Source: an optimization exercise on an open RTL-to-GDS flow (aim: small area and a short achievable clock period). Production flows keep margins and buffers that such runs may drop.
In this exercise RTL edits were held to simulation tests only and were not proved equivalent to the original.
Power figures rest on the tool's default switching activity, not on a simulated workload.

## RV32core
module  RV32core(
        input clk,   
        input rst,   
        input [4:0] debug_addr,   
        output[31:0] debug_data,   
        output[31:0] imem_addr,   
        input [31:0] imem_data,   
        output[31:0] dmem_addr,   
        output[31:0] dmem_wdata,   
        output dmem_we,   
        output dmem_re,   
        output[2:0] dmem_width,   
        input [31:0] dmem_rdata   
    );
    reg  [31:0] PC;           
    reg  [31:0] IR;           
    reg         v_ID;         
    reg  [31:0] A_EX, B_EX, S_EX;    
    reg  [4:0]  rd_EX;
    reg  [2:0]  f3_EX;
    reg         wa_EX, ld_EX, st_EX;  
    reg         stf_EX;               
    reg         sub_EX, sa_EX;
    reg         o_add, o_slt, o_sltu, o_xor, o_or, o_and, o_sll, o_srl;
    reg  [31:0] Y_MEM, S_MEM;
    reg  [4:0]  rd_MEM;
    reg  [2:0]  f3_MEM;
    reg         wa_MEM, ld_MEM, st_MEM;
    wire [6:0] opcode = IR[6:0];
    wire [2:0] f3 = IR[14:12];
    wire [6:0] f7 = IR[31:25];
    wire [4:0] rs1 = IR[19:15];
    wire [4:0] rs2 = IR[24:20];
    wire [4:0] rd  = IR[11:7];
    wire f7_0  = f7 == 7'h00;
    wire f7_32 = f7 == 7'h20;
  ...
For scale: roughly 4,800 cells after synthesis, roughly 200 I/O pins.
Settings: LEC_CHECK=0, CAP_MARGIN=20, CORE_MARGIN=2, CORE_UTILIZATION=32, PLACE_DENSITY=0.48, SLEW_MARGIN=20, SYNTH_HIERARCHICAL=1; clock period 13.0 ns.
standard.sh (not shown) runs the stock make flow with config.mk's settings and CLKGATE_MAP_FILE= SYNTH_SCRIPT=/design/flow/synth_recipe.tcl, a recipe that flattens the netlist after the stock synthesis.
==> flow/flow/run.sh <==
#!/bin/bash
set -euo pipefail
W=$(pwd)
{ echo "include $W/config.mk"; cat "$W/flow/extra.mk"; } > "$W/own_config.mk"
sed "s#DESIGN_CONFIG=[^ ]*#DESIGN_CONFIG=$W/own_config.mk#" "$W/standard.sh" > "$W/own_standard.sh"
bash "$W/own_standard.sh" > "$W/own_flow.log" 2>&1
==> flow/flow/extra.mk <==
export BUFFER_PORTS_ARGS = -buffer_cell sky130_fd_sc_hd__buf_2
export CTS_ARGS = -sink_clustering_enable -repair_clock_nets -dont_use_dummy_load -buf_list "sky130_fd_sc_hd__clkbuf_8" -sink_clustering_size 16 -sink_clustering_max_diameter 50
export SETUP_SLACK_MARGIN = 6.5
export POST_GLOBAL_ROUTE_TCL = $(WORK_HOME)/../flow/grt_post.tcl
==> flow/flow/grt_post.tcl <==
# Extra antenna margin after global routing, so that detailed routing leaves
# no antenna violation to repair (each post-route repair re-runs the router).
repair_antennas -iterations 3 -ratio_margin 25
check_placement -verbose
==> next run, changes <==
==> flow/flow/extra.mk (replaced) <==
export BUFFER_PORTS_ARGS = -buffer_cell sky130_fd_sc_hd__buf_1
export CTS_ARGS = -sink_clustering_enable -repair_clock_nets -dont_use_dummy_load -buf_list "sky130_fd_sc_hd__clkbuf_16" -sink_clustering_size 30 -sink_clustering_max_diameter 80
export SETUP_SLACK_MARGIN = 6.2
export POST_GLOBAL_ROUTE_TCL = $(WORK_HOME)/../flow/grt_post.tcl
- CORE_UTILIZATION: 32 -> 38
- PLACE_DENSITY: 0.48 -> 0.52
=> Utilization is higher by 6.3 points. Sequential power is about the same. Routed wire length is lower by 5.2%. Combinational power is lower by about 3%. Hold slack degrades by 0.0068 ns. Synthesized area is unchanged. Global-route usage is higher by 4.2 points. Total power barely changes.
==> next run, changes <==
==> flow/flow/extra.mk (replaced) <==
export BUFFER_PORTS_ARGS = -buffer_cell sky130_fd_sc_hd__buf_2
export CTS_ARGS = -sink_clustering_enable -repair_clock_nets -dont_use_dummy_load -buf_list "sky130_fd_sc_hd__clkbuf_16" -sink_clustering_size 24 -sink_clustering_max_diameter 50
export SETUP_SLACK_MARGIN = 6.5
export POST_GLOBAL_ROUTE_TCL = $(WORK_HOME)/../flow/grt_post.tcl
- CORE_UTILIZATION: 38 -> 35
- PLACE_DENSITY: 0.52 -> 0.5
Clock skew stays flat. Worst hold slack improved by 0.0053 ns. Total power grows by 12%. Final area goes up by 3.0%. Fmax climbs by 1.4%. Non-clock buffer count is higher by 22. Utilization goes down by 2.1 points.
==> next run, changes <==
==> flow/flow/extra.mk (replaced) <==
export BUFFER_PORTS_ARGS = -buffer_cell sky130_fd_sc_hd__buf_1
export CTS_ARGS = -sink_clustering_enable -repair_clock_nets -dont_use_dummy_load -buf_list "sky130_fd_sc_hd__clkbuf_8" -sink_clustering_size 16 -sink_clustering_max_diameter 50
export SETUP_SLACK_MARGIN = 6.5
export POST_GLOBAL_ROUTE_TCL = $(WORK_HOME)/../flow/grt_post.tcl
- wire length is about the same
- final area falls by about 1.1%
- global-route usage grows by 0.30 points
- first-iteration DRC count climbs by about 0.8%
- clock skew went up by 0.016 ns
- worst setup slack got worse by 0.072 ns
- synthesized area is unchanged
==> next run, changes <==
==> flow/flow/extra.mk (replaced) <==
export BUFFER_PORTS_ARGS = -buffer_cell sky130_fd_sc_hd__buf_2
export CTS_ARGS = -sink_clustering_enable -repair_clock_nets -dont_use_dummy_load -buf_list "sky130_fd_sc_hd__clkbuf_8" -sink_clustering_size 16 -sink_clustering_max_diameter 50
export SETUP_SLACK_MARGIN = 7.0
export POST_GLOBAL_ROUTE_TCL = $(WORK_HOME)/../flow/grt_post.tcl
Effect: Critical path depth rose by 3. Wire length rose by 7.5%. Setup slack gains 0.014 ns. Fmax barely changes. Global-route usage climbs by 3.0 points. Via count went up by 5.3%.

==> afterwards: timing with drivers on the ports <==
The results above use ideal ports. As a check the final layouts listed here were re-extracted and re-timed, cells and wires unchanged.
Step 1 assumes that a clkbuf_16 drives the clock port and a buf_2 every other input.
Step 2, shift: input delay + t, output delay - t, t = (earliest + latest rising clock arrival at the registers) / 2. This alone moves slack from input paths to output paths.
Three values: no drivers, after step 1, after step 2; two values: the first two.
run	t (ns)	setup slack, ns	latest minus earliest clock arrival (ns)	slew at the worst register clock pin (ns)
the first run	1.030	5.852 / 5.794 / 5.794	0.171 / 0.171	0.10 / 0.10
the second run	0.798	5.832 / 5.755 / 5.711	0.136 / 0.136	0.11 / 0.11
the third run	0.870	5.934 / 5.869 / 5.869	0.120 / 0.119	0.08 / 0.08
the fourth run	1.026	5.862 / 5.806 / 5.806	0.149 / 0.149	0.11 / 0.11
the fifth run	1.048	5.876 / 5.823 / 5.823	0.129 / 0.129	0.11 / 0.11
After both steps setup and hold are still met in every run listed. The setup slack of the second run, which loses most, moves by -0.077 ns with the drivers and by -0.121 ns with both steps.
